Context: an optimization exercise on an open-source flow, tuned for small area, a short achievable clock period and few clock cycles per item. The choices shown serve that exercise and are no tape-out recipe.
Function was checked by simulation only, so behaviour that the tests miss may differ from the original.
No activity file was given, so power comes from the tool's default toggle rates.

## flow/design.v (module list and top-level ports; edited modules follow where they fit)
// module MatrixMultiplication: 855 lines
module MatrixMultiplication (
    input clk,
    input reset,
    input start,
    input [71:0] A_flat,   
    input [71:0] B_flat,   
    output [71:0] C_flat,  
    output reg done
);
  // ...
==> flow/flow/run.sh <==
#!/bin/bash
# Standard layout, except that the port buffers are the smallest buffer cell
# instead of the cell buffer_ports picks by default (clkdlybuf4s50_1).
set -euo pipefail
export BUFFER_PORTS_ARGS="-buffer_cell sky130_fd_sc_hd__buf_1"
bash standard.sh finish > standard_make.log 2>&1
==> flow/standard.sh <==
#!/bin/bash
# synth_recipe.tcl (not shown) runs the flow's synth.tcl, then flattens the netlist and writes it again
# the make line also repeats each setting of config.mk as NAME=value (left out here)
make -C /OpenROAD-flow-scripts/flow DESIGN_CONFIG=/design/flow/config.mk WORK_HOME=/design/flow/orfs CLKGATE_MAP_FILE= SYNTH_SCRIPT=/design/flow/synth_recipe.tcl "${@:-finish}"
==> flow/config.mk <==
export PLATFORM = sky130hd
export DESIGN_NAME = MatrixMultiplication
export DESIGN_NICKNAME = MatrixMultiplication
export VERILOG_FILES = /design/flow/design.v
export SDC_FILE = /design/flow/constraint.sdc
export NUM_CORES = 4
export LEC_CHECK = 0
export CAP_MARGIN = 20
export CORE_MARGIN = 2
export CORE_UTILIZATION = 40
export SLEW_MARGIN = 20
==> flow/constraint.sdc <==
create_clock -name core_clock -period 10.0 [get_ports {clk}]
set_input_delay 2.0000 -clock core_clock [delete_from_list [all_inputs] [get_ports {clk}]]
set_output_delay 2.0000 -clock core_clock [all_outputs]
set_load 0.01 [all_outputs]
==> flow_metrics.env, run 1 <==
export IMPL_top_layer="met4"
export IMPL_p_leak_nw=6.97
export IMPL_multi_input_area_share_pct=70.4
export IMPL_crit_path_top_delay_cell="mux2i_1"
export IMPL_cts_tree="done"
export IMPL_status="no timing/DRC/antenna violations"
export IMPL_register_area_mm2=0.00222
export IMPL_wl_met3_um=3380
export IMPL_cp_depth=19
export IMPL_die_w_um=198
export IMPL_combPwrFrac_pct=76.9
export IMPL_dp_slack_ps=2580
export IMPL_clockBufferDepth=2
export IMPL_synth_top_area_cell="fa_1"
export IMPL_final_antenna_net_count=0
export IMPL_hold_viol_final=0
export IMPL_drc=0
export IMPL_grt_first_pass_wirelength_um=73600
export IMPL_synth_nets=2012
export IMPL_clk_share_pct=1.58
export IMPL_pg_clk_uw=315
export IMPL_p_int_mw=2.96
export IMPL_swShare_pct=43.3
export IMPL_timing_rr_end="c0[7]$_DFFE_PP_"
export IMPL_n_all_buffers=233
export IMPL_synth_top_family_by_area="adder cells"
Testbench counts, summed over its fixed seeds: cycles 1,920, items 960.
==> run 2, diff against run 1 <==
--- a/flow/config.mk
+++ b/flow/config.mk
@@ -9,3 +9,5 @@
 export CORE_MARGIN = 2
 export CORE_UTILIZATION = 40
+export SETUP_SLACK_MARGIN = 5
 export SLEW_MARGIN = 20
+export TNS_END_PERCENT = 0
==> flow_metrics.env, run 2 <==
export IMPL_synthTopCellsByCount="nand2_1 (259), fa_1 (254), inv_1 (231)"
export IMPL_syn_to_final_growth_pct=14.2
export IMPL_vias=11800
export IMPL_first_pass_iters=5
export IMPL_wl_per_cell_um=22.2
export IMPL_tns_ps=0
export IMPL_drv_cap=0
export IMPL_ys_flop_type="edfxtp_1"
export IMPL_grt_start_max_net_pins=140
export IMPL_final_cell_mix="nand2_1 (258), fa_1 (249), inv_1 (226)"
export IMPL_path_common_cell="fa_1"
export IMPL_yosysUniqueCellTypes=41
export IMPL_ys_seq_elements=74
export IMPL_report_final_slew_viol_count=0
export IMPL_cts_tree="done"
export IMPL_netlist_top_cells_area="fa_1 (34%), edfxtp_1 (14%), xnor2_1 (8.6%)"
export IMPL_fill_cells=3650
export IMPL_num_rows=71
export IMPL_avgSynthCellArea_um2=9.80
export IMPL_tightest_slew_ps=882
export IMPL_ios=220
export IMPL_period_needed_ps=6520
export IMPL_cp_arrival_ps=6650
export IMPL_grt_first_pass_wirelength_um=76200
export IMPL_insertion_delay_ps=380
export IMPL_synth_edf_count=72
export IMPL_hold_viol_final=0
export IMPL_initial_core_util_pct=40.3
export IMPL_drt_initial_drc_count=950
export IMPL_gp_congestion=0.916
export IMPL_setup_viol=0
export IMPL_finalCritPeriodShare_pct=65.2
export IMPL_h_tree_depth=3
export IMPL_final_antenna_net_count=0
export IMPL_relSlewSlack_pct=41.2
export IMPL_nNetsFinal=2233
export IMPL_netlist_area_leader_share_pct=33.8
export IMPL_die_w_um=198
export IMPL_diodes=0
export IMPL_overflow=0
export IMPL_cp_max_fo=12
export IMPL_drc=0
export IMPL_status="no timing/DRC/antenna violations"
export IMPL_multi_input_area_mm2=0.0119
export IMPL_syn_area_mm2=0.0151
export IMPL_p_per_area_mw_per_mm2=302
export IMPL_crit_chain="buf_1 -> nand2_1 -> fa_1 -> fa_1 -> fa_1 -> inv_1 -> fa_1 -> fa_2 -> xnor2_2 -> xnor2_1 -> xnor2_1 -> xnor2_1 -> xnor3_1 -> xnor3_2 -> xor2_1"
export IMPL_clk_pin_slew_ps=90
export IMPL_ys_seq_area_share_pct=14.7
export IMPL_synth_top_area_cell="fa_1"
export IMPL_via_per_inst=5.18
export IMPL_cp_slowest_stage_delay_ps=640
export IMPL_synth_most_common_cell="nand2_1"
export IMPL_root_buffer="clkbuf_16"
export IMPL_peakVddDrop_uv=175
export IMPL_fin_skew_ps=25.8
export IMPL_crit_family="adder cells"
export IMPL_register_area_mm2=0.00222
export IMPL_syn_instance_count=1536
export IMPL_cp_start_kind="input port"
export IMPL_fmax_mhz=153
export IMPL_mostFrequentLayoutCell="nand2_1"
export IMPL_core_area_mm2=0.0374
export IMPL_worst_path_buf_inv=2
export IMPL_grt_pass1_vias=12600
export IMPL_synth_nets=2012
export IMPL_wirelength_um=50400
export IMPL_dieArea_mm2=0.0392
export IMPL_critPathRequiredTime_ps=10130
export IMPL_worstHoldPathType="flip-flop to flip-flop"
export IMPL_p_leak_nw=7.33
export IMPL_ys_warn_count=1
export IMPL_antenna_found_initial=3
export IMPL_portBuffers=219
export IMPL_async_flop_share_pct=2.70
export IMPL_cts_buffers=9
export IMPL_clockBufferDepth=2
export IMPL_cts_sinks=74
export IMPL_drive_above_1_share_pct=8.97
export IMPL_end_kind="flip-flop"
export IMPL_grt_setup_unrepaired="yes"
export IMPL_track_usage_pct=26.8
export IMPL_critPathKind="input port to flip-flop"
export IMPL_die_height_um=198
export IMPL_utilization_pct=46.0
export IMPL_crit_path_top_delay_cell="buf_1"
export IMPL_dpl_hpwl_um=37900
[run 2: cell counts after synthesis]
Identical to the previous run, type by type.
[run 2: stage by stage]
stage                     cell area (um2)  hold WS [ps]  total power [mW]  instances  worst slack [ps]
after global placement              16400           462              4.66       2220              2990
after floorplan                     15100           518              3.84       1536              3400
final                               17200           497              5.19       2273              3480
after global routing                17200           510              5.74       2273              3370
after detailed placement            16400           472              4.75       2220              2940
after CTS                           17100           499              5.23       2266              3520
[run 2: final cells by class]
cell class	count	share of cell area [%]
tap	511	3.72
clock buffer	9	1.31
inverter	231	5.04
timing repair buffer	264	7.32
multi-input combinational	1177	69.1
clock inverter	7	0.590
sequential	74	12.9
[run 2: worst reg2reg max path, stage by stage, from the launching register on]
cell and delay [ps]:
dfrtp_4 420, buf_12 480, mux2_2 880, and2_1 310, ha_1 270, inv_1 50
fa_1 510, inv_1 60, fa_1 530, inv_1 50, fa_1 470, inv_1 50
fa_2 370, xnor2_2 150, xnor2_1 140, xnor2_1 140, xnor2_1 210, xnor3_1 250
xnor3_2 280, xor2_1 190
[run 2: what timing repair did]
item                                    CTS  global route
pin swaps                                18            13
resized for setup                        43            19
hold buffers                              0             0
gates cloned                              3             0
buffers inserted                         27             7
endpoints found under the setup margin   47            47
[run 2: logic make-up (layout without fill, tap and decap cells)]
kind of cell	Yosys count	in the layout	share of synthesized area, %
simple gates	508	508	16.8
fa+ha+maj	329	329	40.0
buf+inv	288	511	7.69
xor+xnor	203	203	13.1
compound gates	86	86	4.08
flops	74	74	14.7
mux	48	51	3.62
[run 2: power by group]
group / leakage, nW / internal [mW] / switching (mW) / total [mW]
clock network: 0.153 / 0.221 / 0.159 / 0.380
logic: 6.46 / 1.82 / 2.11 / 3.93
registers: 0.714 / 0.842 / 0.0400 / 0.882
[run 2: routing by layer]
metal / wire length (um) / track usage, %
met5: 0 / 0
met4: 2660 / 13.9
met3: 3970 / 4.04
met2: 23200 / 43.6
met1: 20600 / 34.8
[run 2: path summary, 6_finish.rpt]
kind	from	end	slack [ps]	cells after the start
max in group asynchronous	reset	s1$_DFF_PP0_	8460	2
max	B_flat[34]	c7[7]$_DFFE_PP_	3480	15
min reg2reg	done$_DFFE_PP0P_	done$_DFFE_PP0P_	500	1
min	done$_DFFE_PP0P_	done$_DFFE_PP0P_	500	1
max reg2reg	s1$_DFF_PP0_	c7[7]$_DFFE_PP_	3950	19
min in group asynchronous	reset	s1$_DFF_PP0_	1420	2
==> run 3, diff against run 2 <==
==> flow/flow/run.sh (replaced) <==
#!/bin/bash
# Standard layout with two changes: Yosys's synth skips its early generic ABC pass
# (-noabc; the final ABC mapping still runs), so the full and half adders it finds
# keep their polarity, and the port buffers are the smallest buffer cell.
set -euo pipefail
export SYNTH_ARGS="-noabc"
export BUFFER_PORTS_ARGS="-buffer_cell sky130_fd_sc_hd__buf_1"
bash standard.sh finish > standard_make.log 2>&1
--- a/flow/config.mk
+++ b/flow/config.mk
@@ -9,5 +9,3 @@
 export CORE_MARGIN = 2
 export CORE_UTILIZATION = 40
-export SETUP_SLACK_MARGIN = 5
 export SLEW_MARGIN = 20
-export TNS_END_PERCENT = 0
==> flow_metrics.env, run 3 <==
export IMPL_status="no timing/DRC/antenna violations"
export IMPL_cts_sinks=74
export IMPL_ys_seq_elements=74
export IMPL_relSlewSlack_pct=35.0
export IMPL_initial_core_util_pct=40.6
export IMPL_clockBufferDepth=2
export IMPL_h_tree_depth=3
export IMPL_drt_initial_drc_count=807
export IMPL_synth_most_common_cell="nor2b_1"
export IMPL_wirelength_um=46700
export IMPL_synthTopCellsByCount="nor2b_1 (325), fa_1 (254), xnor2_1 (164)"
export IMPL_num_rows=70
export IMPL_insertion_delay_ps=370
export IMPL_first_pass_iters=5
export IMPL_final_cell_mix="nor2b_1 (325), fa_1 (254), buf_1 (219)"
export IMPL_die_w_um=196
export IMPL_p_per_area_mw_per_mm2=316
export IMPL_via_per_inst=5.29
export IMPL_period_needed_ps=7040
export IMPL_crit_family="adder cells"
export IMPL_cp_slowest_stage_delay_ps=730
export IMPL_grt_pass1_vias=11200
export IMPL_cp_max_fo=13
export IMPL_nNetsFinal=1991
export IMPL_grt_start_max_net_pins=53
export IMPL_p_clk_share_pct=5.8
export IMPL_cts_hold_buf=0
export IMPL_grt_first_pass_wirelength_um=70600
export IMPL_netlist_top_cells_area="fa_1 (34%), edfxtp_1 (15%), nor2b_1 (14%)"
export IMPL_report_final_slew_viol_count=0
export IMPL_overflow=0
export IMPL_post_cts_buffers=0
export IMPL_worstHoldPathType="flip-flop to flip-flop"
export IMPL_synth_edf_count=72
export IMPL_avgSynthCellArea_um2=11.3
export IMPL_register_area_mm2=0.00222
export IMPL_clk_pin_slew_ps=70
export IMPL_cts_tree="done"
export IMPL_vias=10500
export IMPL_swShare_pct=41.9
export IMPL_tightest_slew_ps=948
export IMPL_crit_chain="buf_1 -> mux2i_1 -> buf_4 -> nor2b_1 -> fa_1 -> fa_1 -> fa_1 -> fa_1 -> fa_1 -> xnor2_1 -> xnor2_1 -> xnor2_1 -> xnor2_1 -> xnor3_1 -> xnor3_1 -> xnor2_1"
export IMPL_setup_viol=0
export IMPL_ys_warn_count=1
export IMPL_gp_congestion=0.933
export IMPL_fill_cells=3517
export IMPL_critPathKind="input port to flip-flop"
export IMPL_core_area_mm2=0.0365
export IMPL_drv_cap=0
export IMPL_netlist_area_leader_share_pct=34.3
export IMPL_grt_setup_unrepaired="no"
export IMPL_die_height_um=196
export IMPL_p_int_mw=3.01
export IMPL_fin_cells=1988
export IMPL_syn_area_mm2=0.0148
export IMPL_root_buffer="clkbuf_16"
export IMPL_syn_instance_count=1309
export IMPL_syn_to_final_growth_pct=10.9
export IMPL_fmax_mhz=142
export IMPL_whs_ps=487
export IMPL_critPathRequiredTime_ps=10090
export IMPL_async_flop_share_pct=2.70
export IMPL_dp_slack_ps=2650
export IMPL_finalCritPeriodShare_pct=70.4
export IMPL_peakVddDrop_uv=207
export IMPL_tns_ps=0
export IMPL_track_usage_pct=25.1
export IMPL_crit_path_top_delay_cell="mux2i_1"
export IMPL_mostFrequentLayoutCell="nor2b_1"
export IMPL_dieArea_mm2=0.0386
export IMPL_synth_top_area_cell="fa_1"
export IMPL_dpl_hpwl_um=37400
export IMPL_hold_viol_final=0
export IMPL_cts_buffers=9
export IMPL_cp_arrival_ps=7140
export IMPL_ys_seq_area_share_pct=14.9
export IMPL_fin_skew_ps=18.0
export IMPL_yosysUniqueCellTypes=40
export IMPL_synth_nets=1785
export IMPL_final_antenna_net_count=0
export IMPL_wl_per_cell_um=23.5
export IMPL_end_kind="flip-flop"
export IMPL_drc=0
export IMPL_switching_power_mw=2.17
export IMPL_seq_power_share_pct=17.1
export IMPL_cts_resized_gates=0
export IMPL_p_leak_nw=6.69
export IMPL_combPwrFrac_pct=77.1
export IMPL_drive_above_1_share_pct=4.81
export IMPL_place_inst=1972
export IMPL_multi_input_area_mm2=0.0123
export IMPL_ios=220
export IMPL_setup_ws_ps=2960
export IMPL_portBuffers=219
export IMPL_ys_flop_type="edfxtp_1"
export IMPL_cp_start_kind="input port"
export IMPL_worst_path_buf_inv=2
export IMPL_antenna_found_initial=1
==> run 3: cell count changes after synthesis, moves of 6 or more <==
cell / change
mux2i_2: +6
nand2_1: -209
clkbuf_1: -11
inv_1: -218
a22o_1: +10
nor2b_1: +292
mux2_2: -25
xor2_1: -17
xnor2_1: +17
and2b_1: +42
mux2i_1: +20
and2_1: -128
==> run 3: path summary, 6_finish.rpt <==
| check | startpoint | endpoint | slack [ps] | cells after the start |
|---|---|---|---|---|
| setup / recovery | A_flat[58] | c6[7]$_DFFE_PP_ | 2960 | 16 |
| hold reg to reg | done$_DFFE_PP0P_ | done$_DFFE_PP0P_ | 490 | 1 |
| max in group asynchronous | reset | s1$_DFF_PP0_ | 8440 | 2 |
| setup reg to reg | s1$_DFF_PP0_ | c3[7]$_DFFE_PP_ | 3200 | 16 |
| hold / removal | done$_DFFE_PP0P_ | done$_DFFE_PP0P_ | 490 | 1 |
| min in group asynchronous | reset | s1$_DFF_PP0_ | 1430 | 2 |
==> run 3: kinds of logic (layout without fill, tap and decap cells) <==
logic type | count (synthesis) | in the layout | synth area share, %
and+or+nand+nor | 507 | 507 | 20.9
adders and majority gates | 329 | 329 | 40.6
xor gates and xnor gates | 203 | 203 | 13.3
AOI/OAI and AO/OA | 86 | 86 | 4.24
DFF | 74 | 74 | 14.9
buffers and inverters | 62 | 272 | 2.26
muxes | 48 | 48 | 3.66
other | 0 | 1 | 0
==> run 3: layout make-up <==
class / instances / share of cell area (%)
multi-input combinational: 1173 / 74.9
sequential: 74 / 13.5
timing repair buffer: 244 / 6.22
tap: 468 / 3.56
clock buffer: 12 / 1.44
inverter: 13 / 0.297
clock inverter: 3 / 0.107
antenna: 1 / 0.0152
==> run 3: per-stage QoR <==
step                      total power, mW  area (um2)  utilization (%)
after floorplan                      3.99       14800                -
after global placement               4.83       16200             44.2
after detailed placement             4.92       16200             44.3
after CTS                            5.25       16400             45.0
after global routing                 5.69       16400             45.0
final                                5.19       16400             45.0
==> run 3: worst reg2reg max path: cells and delay by family (launching register included) <==
family | cells | cell delay [ps]
adder cells (fa/ha/maj) | 6 | 2540
XOR/XNOR | 7 | 1500
flip-flops | 1 | 930
multiplexers | 1 | 740
buffers and inverters | 1 | 660
AND/OR/NAND/NOR | 1 | 170
==> run 3: power groups by stage <==
stage	logic [mW]	registers (mW)	clock network [mW]
finish	4.00	0.888	0.302
CTS	4.04	0.891	0.315
global route	4.46	0.902	0.324
floorplan	3.04	0.954	0
global placement	3.93	0.897	0
detailed placement	4.02	0.897	0
==> run 3: layer usage <==
layer / track usage (%) / share of wire [%] / vias to the layer above
met5: 0 / 0 / -
met4: 8.78 / 2.8 / 0
met3: 5.10 / 8.2 / 73
met2: 38.8 / 45 / 474
met1: 35.1 / 44 / 5312
li1: - / - / 4648
==> run 4, diff against run 3 <==
--- a/flow/config.mk
+++ b/flow/config.mk
@@ -9,3 +9,5 @@
 export CORE_MARGIN = 2
 export CORE_UTILIZATION = 40
+export SETUP_SLACK_MARGIN = 5
 export SLEW_MARGIN = 20
+export TNS_END_PERCENT = 0
==> flow_metrics.env, run 4 <==
export IMPL_drv_cap=0
export IMPL_fill_cells=3463
export IMPL_clockBufferDepth=2
export IMPL_fin_cells=2015
export IMPL_p_per_area_mw_per_mm2=307
export IMPL_async_flop_share_pct=2.70
export IMPL_nNetsFinal=2018
export IMPL_syn_instance_count=1309
export IMPL_tns_ps=0
export IMPL_synthTopCellsByCount="nor2b_1 (325), fa_1 (254), xnor2_1 (164)"
export IMPL_insertion_delay_ps=370
export IMPL_ys_flop_type="edfxtp_1"
export IMPL_grt_start_max_net_pins=45
export IMPL_syn_area_mm2=0.0148
export IMPL_netlist_top_cells_area="fa_1 (34%), edfxtp_1 (15%), nor2b_1 (14%)"
export IMPL_synth_edf_count=72
export IMPL_cp_max_fo=9
export IMPL_avgSynthCellArea_um2=11.3
export IMPL_ios=220
export IMPL_ys_seq_area_share_pct=14.9
export IMPL_worstHoldEndpoint="done$_DFFE_PP0P_"
export IMPL_relSlewSlack_pct=29.5
export IMPL_final_cell_mix="nor2b_1 (320), fa_1 (250), buf_1 (186)"
export IMPL_synth_nets=1785
export IMPL_synth_top_area_cell="fa_1"
export IMPL_p_leak_nw=6.98
export IMPL_track_usage_pct=25.6
export IMPL_die_height_um=196
export IMPL_cts_buffers=9
export IMPL_drc=0
export IMPL_initial_core_util_pct=40.6
export IMPL_fmax_mhz=159
export IMPL_period_needed_ps=6290
export IMPL_path_common_cell="fa_1"
export IMPL_tightest_slew_ps=1040
export IMPL_first_pass_iters=5
export IMPL_final_antenna_net_count=0
export IMPL_wirelength_um=47900
export IMPL_root_buffer="clkbuf_16"
export IMPL_report_final_slew_viol_count=0
export IMPL_reg2reg_depth=16
export IMPL_synth_most_common_cell="nor2b_1"
export IMPL_r2r_start="s1$_DFF_PP0_"
export IMPL_end_kind="flip-flop"
export IMPL_worstHoldPathType="flip-flop to flip-flop"
export IMPL_dpl_hpwl_um=36800
export IMPL_grt_setup_unrepaired="yes"
export IMPL_wl_per_cell_um=23.8
export IMPL_grt_pass1_vias=11600
export IMPL_netlist_area_leader_share_pct=34.3
export IMPL_portBuffers=219
export IMPL_setup_viol=0
export IMPL_overflow=0
export IMPL_cp_slowest_stage_delay_ps=550
export IMPL_r2r_slack_ps=3780
export IMPL_critPathRequiredTime_ps=10120
export IMPL_place_inst=1970
export IMPL_peakVddDrop_uv=236
export IMPL_ys_warn_count=1
export IMPL_status="no timing/DRC/antenna violations"
export IMPL_gp_congestion=0.923
export IMPL_grt_first_pass_wirelength_um=71800
export IMPL_cp_start_kind="input port"
export IMPL_crit_path_top_delay_cell="fa_1"
export IMPL_yosysUniqueCellTypes=40
export IMPL_critPathKind="input port to flip-flop"
export IMPL_via_per_inst=5.33
export IMPL_drive_above_1_share_pct=10.7
export IMPL_utilization_pct=46.6
export IMPL_holdPathStages=1
export IMPL_ys_seq_elements=74
export IMPL_cp_arrival_ps=6400
export IMPL_crit_chain="buf_1 -> mux2i_4 -> nor2b_1 -> fa_1 -> fa_1 -> fa_1 -> fa_1 -> fa_2 -> xnor2_2 -> xnor2_1 -> xnor2_1 -> xnor2_1 -> xnor3_1 -> xnor3_1 -> xnor2_2"
export IMPL_syn_to_final_growth_pct=14.9
export IMPL_clk_pin_slew_ps=70
export IMPL_diodes=0
export IMPL_cts_sinks=74
export IMPL_num_rows=70
export IMPL_finalCritPeriodShare_pct=62.9
export IMPL_drt_initial_drc_count=813
export IMPL_fin_skew_ps=10.7
export IMPL_hold_viol_final=0
export IMPL_holdCritStartpoint="done$_DFFE_PP0P_"
export IMPL_antenna_found_initial=1
export IMPL_mostFrequentLayoutCell="nor2b_1"
export IMPL_vias=10700
export IMPL_dieArea_mm2=0.0386
export IMPL_h_tree_depth=3
export IMPL_cts_tree="done"
export IMPL_die_w_um=196
export IMPL_core_area_mm2=0.0365
export IMPL_timing_rr_end="c5[7]$_DFFE_PP_"
run 4: changes by cell type in the layout (fill, tap and decap cells not counted), sizes merged:
cell	before	now
clkinvlp	0	1
buf	244	263
diode	1	0
clkinv	3	5
clkbuf	12	17
mux2i	33	34
run 4: per-stage QoR:
step | hold slack [ps] | setup slack, ps | instance area, um2 | power [mW]
detailed placement | 481 | 2700 | 16200 | 4.85
global route | 533 | 3580 | 17000 | 5.73
floorplan | 518 | 3680 | 14900 | 3.91
global placement | 469 | 2700 | 16200 | 4.79
CTS | 505 | 3750 | 17000 | 5.22
finish | 497 | 3710 | 17000 | 5.22
run 4: cell type report:
class                      instances  area, um2  share of cell area, %
inverter                          13       48.8                  0.287
clock inverter                     6       33.8                  0.198
tap                              468        586                   3.44
multi-input combinational       1174      12600                   74.0
sequential                        74       2220                   13.0
clock buffer                      10        229                   1.35
timing repair buffer             270       1310                   7.69
run 4: kinds of logic after synthesis:
| family | count (synthesis) | synth area share [%] |
|---|---|---|
| AOI/OAI and AO/OA | 86 | 4.24 |
| xor gates and xnor gates | 203 | 13.3 |
| adders and majority gates | 329 | 40.6 |
| buffers and inverters | 62 | 2.26 |
| DFF | 74 | 14.9 |
| muxes | 48 | 3.66 |
| and+or+nand+nor | 507 | 20.9 |
run 4: how the worst max path moves through the flow:
stage                                  to        from  cells after the start
after floorplan           c0[7]$_DFFE_PP_  A_flat[49]                     16
after global placement    c1[7]$_DFFE_PP_  A_flat[57]                     14
after detailed placement  c1[7]$_DFFE_PP_   A_flat[0]                     14
after CTS                 c0[7]$_DFFE_PP_   A_flat[0]                     18
after global routing      c5[7]$_DFFE_PP_  A_flat[33]                     14
final                     c5[7]$_DFFE_PP_  B_flat[16]                     15
run 4: what timing repair did:
| action | in CTS | in global routing |
|---|---|---|
| pin swaps | 4 | 1 |
| gates resized for setup | 70 | 13 |
| hold buffers | 0 | 0 |
| buffers inserted | 25 | 2 |
| setup endpoints to repair | 46 | 53 |
| gates cloned | 2 | 0 |
run 4: routing by layer:
metal	wire length, um	share of wire (%)	global-route usage, %	up-vias
li1	-	-	-	4705
met1	21100	44	35.5	5456
met2	21400	45	39.2	499
met3	4040	8.4	6.50	74
met4	1300	2.7	8.67	2
met5	11	0.023	0	-
run 4: report_power, final:
part	switching [mW]	internal [mW]	leakage, nW
sequential	0.0450	0.842	0.714
combinational	2.08	1.95	6.13
clock	0.137	0.166	0.127
run 4: worst max-delay path: cells and delay by family:
family        cells  cell delay (ps)
fa+ha+maj         5             2300
mux               1              240
xor+xnor          7             1260
simple gates      1              190
buf+inv           1              410
==> run 5, diff against run 4 <==
--- a/flow/config.mk
+++ b/flow/config.mk
@@ -8,5 +8,5 @@
 export CAP_MARGIN = 20
 export CORE_MARGIN = 2
-export CORE_UTILIZATION = 40
+export CORE_UTILIZATION = 65
 export SETUP_SLACK_MARGIN = 5
 export SLEW_MARGIN = 20
==> flow_metrics.env, run 5 <==
export IMPL_grt_setup_unrepaired="yes"
export IMPL_crit_path_end="c6[7]$_DFFE_PP_"
export IMPL_final_antenna_net_count=0
export IMPL_peakVddDrop_uv=487
export IMPL_drc=0
export IMPL_via_per_inst=6.10
export IMPL_fin_cells=1835
export IMPL_die_w_um=155
export IMPL_cp_max_fo=24
export IMPL_ys_seq_elements=74
export IMPL_insertion_delay_ps=350
export IMPL_synth_top_area_cell="fa_1"
export IMPL_cp_arrival_ps=6460
export IMPL_grt_pass1_vias=12200
export IMPL_relSlewSlack_pct=29.0
export IMPL_final_cell_mix="nor2b_1 (323), fa_1 (252), buf_1 (192)"
export IMPL_end_kind="flip-flop"
export IMPL_critPathRequiredTime_ps=10090
export IMPL_syn_to_final_growth_pct=13.5
export IMPL_fin_skew_ps=12.4
export IMPL_dp_slack_ps=2830
export IMPL_p_leak_nw=6.97
export IMPL_fmax_mhz=157
export IMPL_p_per_area_mw_per_mm2=311
export IMPL_root_buffer="clkbuf_16"
export IMPL_ys_flop_type="edfxtp_1"
export IMPL_vias=11200
export IMPL_r2r_start="s1$_DFF_PP0_"
export IMPL_overflow=0
export IMPL_cts_sinks=74
export IMPL_dpl_hpwl_um=33400
export IMPL_fin_area_mm2=0.0168
export IMPL_core_area_mm2=0.0225
export IMPL_avgSynthCellArea_um2=11.3
export IMPL_dpl_cell_area_mm2=0.0159
export IMPL_initial_core_util_pct=65.9
export IMPL_ys_seq_area_share_pct=14.9
export IMPL_netlist_area_leader_share_pct=34.3
export IMPL_portBuffers=219
export IMPL_route_met2_wl_um=20600
export IMPL_ios=220
export IMPL_period_needed_ps=6370
export IMPL_fill_cells=1598
export IMPL_netlist_top_cells_area="fa_1 (34%), edfxtp_1 (15%), nor2b_1 (14%)"
export IMPL_nNetsFinal=2021
export IMPL_wl_per_cell_um=24.3
export IMPL_dieArea_mm2=0.0240
export IMPL_timing_rr_end="c6[7]$_DFFE_PP_"
export IMPL_r2r_slack_ps=3830
export IMPL_async_flop_share_pct=2.70
export IMPL_status="no timing/DRC/antenna violations"
export IMPL_antenna_found_initial=0
export IMPL_drt_initial_drc_count=943
export IMPL_utilization_pct=74.7
export IMPL_finalCritPeriodShare_pct=63.7
export IMPL_wirelength_met1_um=17400
export IMPL_hold_viol_final=0
export IMPL_whs_ps=494
export IMPL_reg2reg_depth=16
export IMPL_h_tree_depth=3
export IMPL_place_inst=1783
export IMPL_tightest_slew_ps=1040
export IMPL_cts_tree="done"
export IMPL_yosysUniqueCellTypes=40
export IMPL_drv_cap=0
export IMPL_wirelength_um=44700
export IMPL_num_rows=55
export IMPL_total_power_mw=5.23
export IMPL_report_final_slew_viol_count=0
export IMPL_drive_above_1_share_pct=10.0
export IMPL_clockBufferDepth=2
export IMPL_cts_buffers=9
export IMPL_first_pass_iters=7
export IMPL_die_height_um=155
export IMPL_syn_area_mm2=0.0148
export IMPL_synthTopCellsByCount="nor2b_1 (325), fa_1 (254), xnor2_1 (164)"
export IMPL_tns_ps=0
export IMPL_mostFrequentLayoutCell="nor2b_1"
export IMPL_grt_first_pass_wirelength_um=69100
export IMPL_wl_met3_um=5140
export IMPL_setup_ws_ps=3630
export IMPL_critPathKind="input port to flip-flop"
export IMPL_syn_instance_count=1309
export IMPL_track_usage_pct=38.9
export IMPL_top_layer="met4"
export IMPL_gp_congestion=0.984
export IMPL_synth_nets=1785
export IMPL_setup_viol=0
export IMPL_synth_most_common_cell="nor2b_1"
export IMPL_worstHoldPathType="flip-flop to flip-flop"
export IMPL_ys_warn_count=1
export IMPL_cp_start_kind="input port"
export IMPL_startpoint="A_flat[64]"
export IMPL_grt_start_max_net_pins=75
export IMPL_synth_edf_count=72
export IMPL_clk_pin_slew_ps=70
run 5: cell counts after synthesis:
No cell type changed its count.
run 5: report_power, final:
part | internal [mW] | switching, mW | total (mW)
Sequential | 0.841 | 0.0387 | 0.879
Combinational | 1.97 | 2.02 | 3.99
Clock | 0.218 | 0.139 | 0.358
run 5: area by class of cell:
| class | count | area, um2 | area share [%] |
|---|---|---|---|
| Clock inverter | 6 | 90.1 | 0.536 |
| Timing Repair Buffer | 273 | 1330 | 7.92 |
| Multi-Input combinational cell | 1174 | 12500 | 74.6 |
| Sequential cell | 74 | 2220 | 13.2 |
| Inverter | 13 | 48.8 | 0.290 |
| Antenna cell | 1 | 2.50 | 0.0149 |
| Clock buffer | 9 | 225 | 1.34 |
| Tap cell | 285 | 357 | 2.12 |
run 5: worst min path at each step:
stage	start	endpoint	slack (ps)	depth (start not counted)
floorplan	done$_DFFE_PP0P_	done$_DFFE_PP0P_	520	1
global route	done$_DFFE_PP0P_	done$_DFFE_PP0P_	510	1
CTS	done$_DFFE_PP0P_	done$_DFFE_PP0P_	490	1
global placement	done$_DFFE_PP0P_	done$_DFFE_PP0P_	460	1
finish	done$_DFFE_PP0P_	done$_DFFE_PP0P_	490	1
detailed placement	done$_DFFE_PP0P_	done$_DFFE_PP0P_	470	1
run 5: cell families after synthesis:
logic type / Yosys count / share of synthesized area, %
AND/OR/NAND/NOR: 507 / 20.9
adder cells (fa/ha/maj): 329 / 40.6
XOR/XNOR: 203 / 13.3
AO/OA/AOI/OAI: 86 / 4.24
flip-flops: 74 / 14.9
buffers and inverters: 62 / 2.26
multiplexers: 48 / 3.66
run 5: critical path: stages:
cell and delay [ps]:
buf_1 80, mux2i_2 130, buf_4 400, nor2b_1 120, fa_1 520, fa_1 450, fa_1 540, fa_1 450
fa_2 430, xnor2_2 150, xnor2_1 180, xnor2_1 160, xnor2_1 150, xnor3_1 250, xnor3_2 270, xnor2_1 160
run 5: routing by layer:
metal	GRT usage, %	vias to the layer above
met4	13.6	0
met3	9.72	117
met5	0	-
met1	52.8	5605
met2	61.7	755
li1	-	4710
run 5: what timing repair did:
action                     CTS  global route
hold buffers                 0             0
pin swaps                    2             2
buffers inserted            34             0
setup endpoints to repair   46            51
gates resized for setup     55             5
gates cloned                 2             0
==> run 6, diff against run 5 <==
--- a/flow/flow/run.sh
+++ b/flow/flow/run.sh
@@ -5,4 +5,4 @@
 set -euo pipefail
 export SYNTH_ARGS="-noabc"
-export BUFFER_PORTS_ARGS="-buffer_cell sky130_fd_sc_hd__buf_1"
+export BUFFER_PORTS_ARGS="-buffer_cell sky130_fd_sc_hd__buf_2"
 bash standard.sh finish > standard_make.log 2>&1
--- a/flow/config.mk
+++ b/flow/config.mk
@@ -8,5 +8,5 @@
 export CAP_MARGIN = 20
 export CORE_MARGIN = 2
-export CORE_UTILIZATION = 65
+export CORE_UTILIZATION = 40
 export SETUP_SLACK_MARGIN = 5
 export SLEW_MARGIN = 20
==> flow_metrics.env, run 6 <==
export IMPL_via_per_inst=5.31
export IMPL_dpl_cell_area_mm2=0.0164
export IMPL_cts_tree="done"
export IMPL_final_antenna_net_count=0
export IMPL_portBuffers=219
export IMPL_num_rows=70
export IMPL_first_pass_iters=7
export IMPL_insertion_delay_ps=370
export IMPL_grt_pass1_vias=11400
export IMPL_total_power_mw=5.28
export IMPL_core_area_mm2=0.0365
export IMPL_synth_top_area_cell="fa_1"
export IMPL_peakVddDrop_uv=234
export IMPL_report_final_slew_viol_count=0
export IMPL_wirelength_um=48000
export IMPL_yosysUniqueCellTypes=40
export IMPL_period_needed_ps=6440
export IMPL_worst_path_buf_inv=2
export IMPL_vias=10700
export IMPL_worstHoldPathType="flip-flop to flip-flop"
export IMPL_synth_nets=1785
export IMPL_tightest_slew_ps=1120
export IMPL_fin_cells=2020
export IMPL_antenna_found_initial=2
export IMPL_gp_congestion=0.926
export IMPL_clk_pin_slew_ps=60
export IMPL_hold_viol_final=0
export IMPL_mostFrequentLayoutCell="nor2b_1"
export IMPL_track_usage_pct=25.4
export IMPL_synth_edf_count=72
export IMPL_setup_viol=0
export IMPL_cp_start_kind="input port"
export IMPL_syn_instance_count=1309
export IMPL_overflow=0
export IMPL_wl_per_cell_um=23.8
export IMPL_fin_skew_ps=11.2
export IMPL_drc=0
export IMPL_cts_sinks=74
export IMPL_grt_setup_unrepaired="yes"
export IMPL_place_inst=1963
export IMPL_nNetsFinal=2022
export IMPL_holdCritStartpoint="done$_DFFE_PP0P_"
export IMPL_ios=220
export IMPL_finalCritPeriodShare_pct=64.4
export IMPL_r2r_start="s1$_DFF_PP0_"
export IMPL_fmax_mhz=155
export IMPL_drv_cap=0
export IMPL_tns_ps=0
export IMPL_relSlewSlack_pct=23.9
export IMPL_critPathRequiredTime_ps=10100
export IMPL_die_height_um=196
export IMPL_status="no timing/DRC/antenna violations"
export IMPL_synth_most_common_cell="nor2b_1"
export IMPL_clockBufferDepth=2
export IMPL_startpoint="A_flat[0]"
export IMPL_p_leak_nw=7.49
export IMPL_cp_arrival_ps=6540
export IMPL_dieArea_mm2=0.0386
export IMPL_cts_buffers=9
export IMPL_netlist_area_leader_share_pct=34.3
export IMPL_drt_initial_drc_count=858
export IMPL_critPathKind="input port to flip-flop"
export IMPL_ys_flop_type="edfxtp_1"
export IMPL_cp_slowest_stage_delay_ps=560
export IMPL_avgSynthCellArea_um2=11.3
export IMPL_fin_area_mm2=0.0173
export IMPL_synthTopCellsByCount="nor2b_1 (325), fa_1 (254), xnor2_1 (164)"
export IMPL_ys_seq_area_share_pct=14.9
export IMPL_crit_chain="clkbuf_4 -> mux2i_4 -> buf_6 -> nor2b_1 -> fa_1 -> ha_4 -> fa_1 -> fa_2 -> fa_1 -> fa_2 -> xnor2_2 -> xnor2_1 -> xnor2_1 -> xnor2_1 -> xnor3_1 -> xnor3_2 -> xnor2_2"
export IMPL_die_w_um=196
export IMPL_end_kind="flip-flop"
export IMPL_syn_to_final_growth_pct=16.6
export IMPL_cp_max_fo=5
export IMPL_crit_path_top_delay_cell="fa_1"
export IMPL_p_per_area_mw_per_mm2=305
export IMPL_crit_family="adder cells"
export IMPL_dp_slack_ps=2730
export IMPL_ys_seq_elements=74
export IMPL_ys_warn_count=1
export IMPL_grt_start_max_net_pins=46
export IMPL_r2r_slack_ps=3680
export IMPL_async_flop_share_pct=2.70
export IMPL_setup_ws_ps=3560
export IMPL_h_tree_depth=3
export IMPL_drive_above_1_share_pct=22.4
export IMPL_initial_core_util_pct=40.6
export IMPL_final_cell_mix="nor2b_1 (324), fa_1 (251), buf_2 (219)"
export IMPL_root_buffer="clkbuf_16"
export IMPL_dpl_hpwl_um=37000
export IMPL_netlist_top_cells_area="fa_1 (34%), edfxtp_1 (15%), nor2b_1 (14%)"
export IMPL_syn_area_mm2=0.0148
export IMPL_grt_first_pass_wirelength_um=70800
## run 6: repair_timing
action,CTS,global route
gates cloned,2,0
buffers inserted,25,13
pin swaps,1,10
gates resized for setup,29,7
hold buffers,0,0
setup endpoints to repair,50,50
## run 6: metal layers
metal,vias to the layer above,GRT usage (%),share of wire (%)
li1,4712,-,-
met1,5470,35.8,44
met2,478,39.7,45
met3,58,5.73,8.2
met4,0,6.51,1.9
met5,-,0,0
## run 6: per-stage QoR
step | hold slack, ps | util, %
floorplan | 518 | -
global placement | 458 | 45.0
detailed placement | 474 | 45.0
CTS | 490 | 46.9
global route | 521 | 47.3
finish | 482 | 47.3
## run 6: final cells by class
type / count / area, um2
Timing Repair Buffer: 274 / 1610
Inverter: 13 / 48.8
Tap cell: 468 / 586
Clock inverter: 6 / 33.8
Fill cell: 3433 / 19200
Sequential cell: 74 / 2220
Clock buffer: 10 / 229
Antenna cell: 1 / 2.50
Multi-Input combinational cell: 1174 / 12600
## run 6: worst paths after layout
kind	end	cells after the start
min in group asynchronous	done$_DFFE_PP0P_	2
max	c6[7]$_DFFE_PP_	17
min	done$_DFFE_PP0P_	1
max in group asynchronous	s1$_DFF_PP0_	2
max reg2reg	c6[7]$_DFFE_PP_	17
min reg2reg	done$_DFFE_PP0P_	1
## run 6: cells by family (layout without fill, tap and decap cells)
family                   Yosys count  count (layout)  synth area share (%)
flip-flops                        74              74                  14.9
XOR/XNOR                         203             203                  13.3
multiplexers                      48              49                  3.66
AO/OA/AOI/OAI                     86              86                  4.24
AND/OR/NAND/NOR                  507             507                  20.9
adder cells (fa/ha/maj)          329             329                  40.6
other                              0               1                     0
buffers and inverters             62             303                  2.26
## run 6: power breakdown
| group | switching, mW | leakage, nW | internal [mW] |
|---|---|---|---|
| clock | 0.138 | 0.127 | 0.166 |
| sequential | 0.0446 | 0.714 | 0.842 |
| combinational | 2.06 | 6.65 | 2.04 |
| total | 2.24 | 7.49 | 3.04 |
==> run 7, diff against run 6 <==
==> flow/flow/run.sh (replaced) <==
#!/bin/bash
# The standard layout (standard.sh) with three changes:
#  - Yosys's synth skips its early generic ABC pass (-noabc), so the full and
#    half adders that extract_fa finds keep the polarity the RTL gives them;
#  - the final ABC mapping runs flow/abc.script, an area-oriented mapping (map -a, no choice computation);
#  - the port buffers are the smallest buffer cell (buf_1) instead of the cell
#    buffer_ports picks by default (clkdlybuf4s50_1).
# Synthesis is otherwise synth_recipe.tcl unchanged (synth -nofsm -noshare,
# flatten, renames), so the registers and their names are the standard ones.
set -euo pipefail
here=$(pwd)
export SYNTH_ARGS="-noabc"
export BUFFER_PORTS_ARGS="-buffer_cell sky130_fd_sc_hd__buf_1"
{
  head -n 1 synth_recipe.tcl
  sed "s|@ABC_SCRIPT@|$here/flow/abc.script|" flow/abc_override.tcl
  tail -n +2 synth_recipe.tcl
} > my_synth.tcl
sed "s|SYNTH_SCRIPT=[^ ]*|SYNTH_SCRIPT=$here/my_synth.tcl|" standard.sh > my_standard.sh
grep -q "SYNTH_SCRIPT=$here/my_synth.tcl" my_standard.sh
bash my_standard.sh finish > standard_make.log 2>&1
==> flow/flow/abc.script (new file) <==
strash
map -a
topo
stime -c
buffer -c
upsize -c
dnsize -c
==> flow/flow/abc_override.tcl (new file) <==
# Map with flow/abc.script (area-oriented mapping) in place of the script
# synth_preamble.tcl picks; everything else about the abc call stays as is.
proc abc {args} {
  set i [lsearch -exact $args -script]
  if { $i >= 0 } {
    lset args [expr { $i + 1 }] {@ABC_SCRIPT@}
  }
  yosys abc {*}$args
}
==> flow_metrics.env, run 7 <==
export IMPL_status="no timing/DRC/antenna violations"
export IMPL_place_inst=2206
export IMPL_cts_buffers=9
export IMPL_ys_warn_count=1
export IMPL_ios=220
export IMPL_setup_viol=0
export IMPL_netlist_area_leader_share_pct=36.0
export IMPL_relSlewSlack_pct=50.6
export IMPL_synthTopCellsByCount="nor2_1 (457), fa_1 (254), nand2_1 (163)"
export IMPL_core_area_mm2=0.0346
export IMPL_grt_first_pass_wirelength_um=73200
export IMPL_period_needed_ps=5940
export IMPL_yosysUniqueCellTypes=31
export IMPL_p_per_area_mw_per_mm2=320
export IMPL_gp_congestion=1.00
export IMPL_clockBufferDepth=2
export IMPL_initial_core_util_pct=40.7
export IMPL_grt_start_max_net_pins=80
export IMPL_die_w_um=192
export IMPL_ys_seq_area_share_pct=15.7
export IMPL_insertion_delay_ps=380
export IMPL_synth_most_common_cell="nor2_1"
export IMPL_tightest_slew_ps=742
export IMPL_antenna_found_initial=3
export IMPL_drv_cap=0
export IMPL_reg2reg_depth=17
export IMPL_cts_sinks=74
export IMPL_holdPathStages=2
export IMPL_synth_edf_count=72
export IMPL_dpl_cell_area_mm2=0.0155
export IMPL_die_height_um=192
export IMPL_peakVddDrop_uv=275
export IMPL_overflow=0
export IMPL_final_cell_mix="nor2_1 (435), fa_1 (248), buf_1 (210)"
export IMPL_cp_arrival_ps=6060
export IMPL_avgSynthCellArea_um2=9.04
export IMPL_drc=0
export IMPL_cts_tree="done"
export IMPL_netlist_top_cells_area="fa_1 (36%), edfxtp_1 (15%), nor2_1 (12%)"
export IMPL_ys_seq_elements=74
export IMPL_grt_setup_unrepaired="yes"
export IMPL_h_tree_depth=3
export IMPL_first_pass_iters=6
export IMPL_finalCritPeriodShare_pct=59.4
export IMPL_dpl_hpwl_um=38500
export IMPL_cp_max_fo=5
export IMPL_critPathKind="input port to flip-flop"
export IMPL_wirelength_um=48000
export IMPL_async_flop_share_pct=2.70
export IMPL_cp_start_kind="input port"
export IMPL_syn_to_final_growth_pct=19.7
export IMPL_final_antenna_net_count=0
export IMPL_mostFrequentLayoutCell="nor2_1"
export IMPL_dieArea_mm2=0.0368
export IMPL_fin_skew_ps=14.6
export IMPL_num_rows=68
export IMPL_track_usage_pct=27.3
export IMPL_synth_nets=2037
export IMPL_grt_pass1_vias=12600
export IMPL_fmax_mhz=168
export IMPL_report_final_slew_viol_count=0
export IMPL_worstHoldPathType="flip-flop to flip-flop"
export IMPL_critPathRequiredTime_ps=10120
export IMPL_syn_area_mm2=0.0141
export IMPL_end_kind="flip-flop"
export IMPL_hold_viol_final=0
export IMPL_nNetsFinal=2304
export IMPL_tns_ps=0
export IMPL_root_buffer="clkbuf_16"
export IMPL_cts_hold_buf=0
export IMPL_ys_flop_type="edfxtp_1"
export IMPL_via_per_inst=5.23
export IMPL_drive_above_1_share_pct=14.2
export IMPL_fin_cells=2291
export IMPL_wl_per_cell_um=21.0
export IMPL_clk_pin_slew_ps=70
export IMPL_drt_initial_drc_count=1012
export IMPL_synth_top_area_cell="fa_1"
export IMPL_fin_area_mm2=0.0169
export IMPL_portBuffers=219
export IMPL_p_leak_nw=7.55
export IMPL_vias=12000
export IMPL_syn_instance_count=1561
==> run 7: changes by cell type in the layout (fill, tap and decap cells not counted), sizes merged, moves of 15 or more <==
cell   before  now
mux2i      34    6
mux2       15    0
nand2      50  175
a21oi      25   45
and2       65    0
xor2       24  129
and2b      44    0
xnor2     165   89
nor2b     326    0
a22o       18    0
inv        13  139
nor2        7  457
==> run 7: repair_timing <==
| action | CTS | global route |
|---|---|---|
| endpoints found under the setup margin | 53 | 49 |
| gates cloned | 4 | 0 |
| hold endpoints to repair | 0 | 0 |
| pin swaps | 52 | 6 |
| buffers inserted | 61 | 0 |
| gates resized for setup | 168 | 15 |
==> run 7: per-stage QoR <==
| step | hold slack, ps | power [mW] | setup WS, ps | utilization, % |
|---|---|---|---|---|
| final | 529 | 5.41 | 4060 | 48.8 |
| after floorplan | 549 | 3.79 | 4040 | - |
| after global routing | 563 | 5.96 | 3950 | 48.7 |
| after CTS | 534 | 5.34 | 4160 | 48.5 |
| after global placement | 509 | 4.56 | 3260 | 44.8 |
| after detailed placement | 525 | 4.65 | 3170 | 44.8 |
==> run 7: power by group <==
| part | internal (mW) | switching, mW | total, mW |
|---|---|---|---|
| Combinational | 1.85 | 2.39 | 4.24 |
| Clock | 0.165 | 0.133 | 0.299 |
| Sequential | 0.824 | 0.0400 | 0.864 |
| Total | 2.84 | 2.57 | 5.41 |
==> run 7: worst paths after layout <==
check	startpoint	end	slack, ps
worst max-delay path	B_flat[27]	c5[7]$_DFFE_PP_	4060
worst min-delay path	done$_DFFE_PP0P_	done$_DFFE_PP0P_	530
worst max register to register	s1$_DFF_PP0_	c1[7]$_DFFE_PP_	4210
worst min register to register	done$_DFFE_PP0P_	done$_DFFE_PP0P_	530
max in group asynchronous	reset	s1$_DFF_PP0_	8450
min in group asynchronous	reset	done$_DFFE_PP0P_	1430
==> run 7: area by class of cell <==
type / instances / area [um2]
fillers: 3362 / 17700
multi-input cells: 1297 / 11700
flip-flops and latches: 74 / 2220
repair buffers: 286 / 1430
inverters: 156 / 689
well taps: 455 / 569
clock buffers: 10 / 229
clock inverters: 6 / 33.8
repair inverters: 4 / 27.5
diodes: 3 / 7.51
==> run 7: worst max-delay path: stages <==
cell and delay [ps]:
buf_1 130, inv_2 120, o21ai_4 200, inv_1 130, nor2_1 150, fa_1 470
fa_1 570, fa_1 450, fa_1 470, fa_1 620, ha_4 240, inv_4 70
nor3_2 40, nand2_1 100, o311ai_4 110, xor2_2 170
==> run 7: logic make-up (layout without fill, tap and decap cells) <==
| group | after synthesis | count (layout) | share of synthesized area, % |
|---|---|---|---|
| adders and majority gates | 329 | 329 | 42.7 |
| and+or+nand+nor | 663 | 663 | 18.2 |
| AOI/OAI and AO/OA | 81 | 81 | 3.39 |
| DFF | 74 | 74 | 15.7 |
| other | 0 | 3 | 0 |
| xor gates and xnor gates | 218 | 218 | 13.9 |
| buffers and inverters | 190 | 462 | 5.63 |
| muxes | 6 | 6 | 0.514 |
==> run 7: metal layers <==
layer	track usage [%]	part of all wire [%]	up-vias
li1	-	-	5357
met1	37.0	42	5914
met2	41.8	44	645
met3	7.86	10	57
met4	8.88	2.7	2
met5	1.92	0.19	-

static timing again, ports no longer ideal:
No port has a modelled driver above. Below, the same layouts with a new extraction and two added sets of constraints.
Step 1 (the two cells are an assumption about what drives the block):
set clk [get_ports {clk}]
set_driving_cell -lib_cell sky130_fd_sc_hd__clkbuf_16 $clk
set_driving_cell -lib_cell sky130_fd_sc_hd__buf_2 [delete_from_list [all_inputs] $clk]
Step 2, shift: input delay + t, output delay - t, t = (earliest + latest rising clock arrival at the registers) / 2. This alone moves slack from input paths to output paths.
a / b / c = no drivers / after step 1 / after step 2; a / b = the first two.
| run | t, ns | setup slack, ns | clock arrival spread, ns | worst slew at a driven data input, ns |
|---|---|---|---|---|
| run 1 | 0.425 | 2.900 / 2.932 / 2.507 | 0.028 / 0.028 | 0.08 |
| run 2 | 0.425 | 3.481 / 3.507 / 3.082 | 0.033 / 0.033 | 0.07 |
| run 3 | 0.418 | 2.956 / 2.990 / 2.571 | 0.020 / 0.019 | 0.08 |
| run 4 | 0.419 | 3.712 / 3.720 / 3.300 | 0.013 / 0.013 | 0.08 |
| run 5 | 0.396 | 3.631 / 3.649 / 3.254 | 0.013 / 0.013 | 0.06 |
| run 6 | 0.420 | 3.563 / 3.593 / 3.173 | 0.015 / 0.014 | 0.06 |
| run 7 | 0.421 | 4.058 / 4.068 / 3.647 | 0.017 / 0.018 | 0.08 |
After both steps setup and hold are still met in every run listed. The setup slack of run 4, which loses most, moves by +0.008 ns with the drivers and by -0.412 ns with both steps.
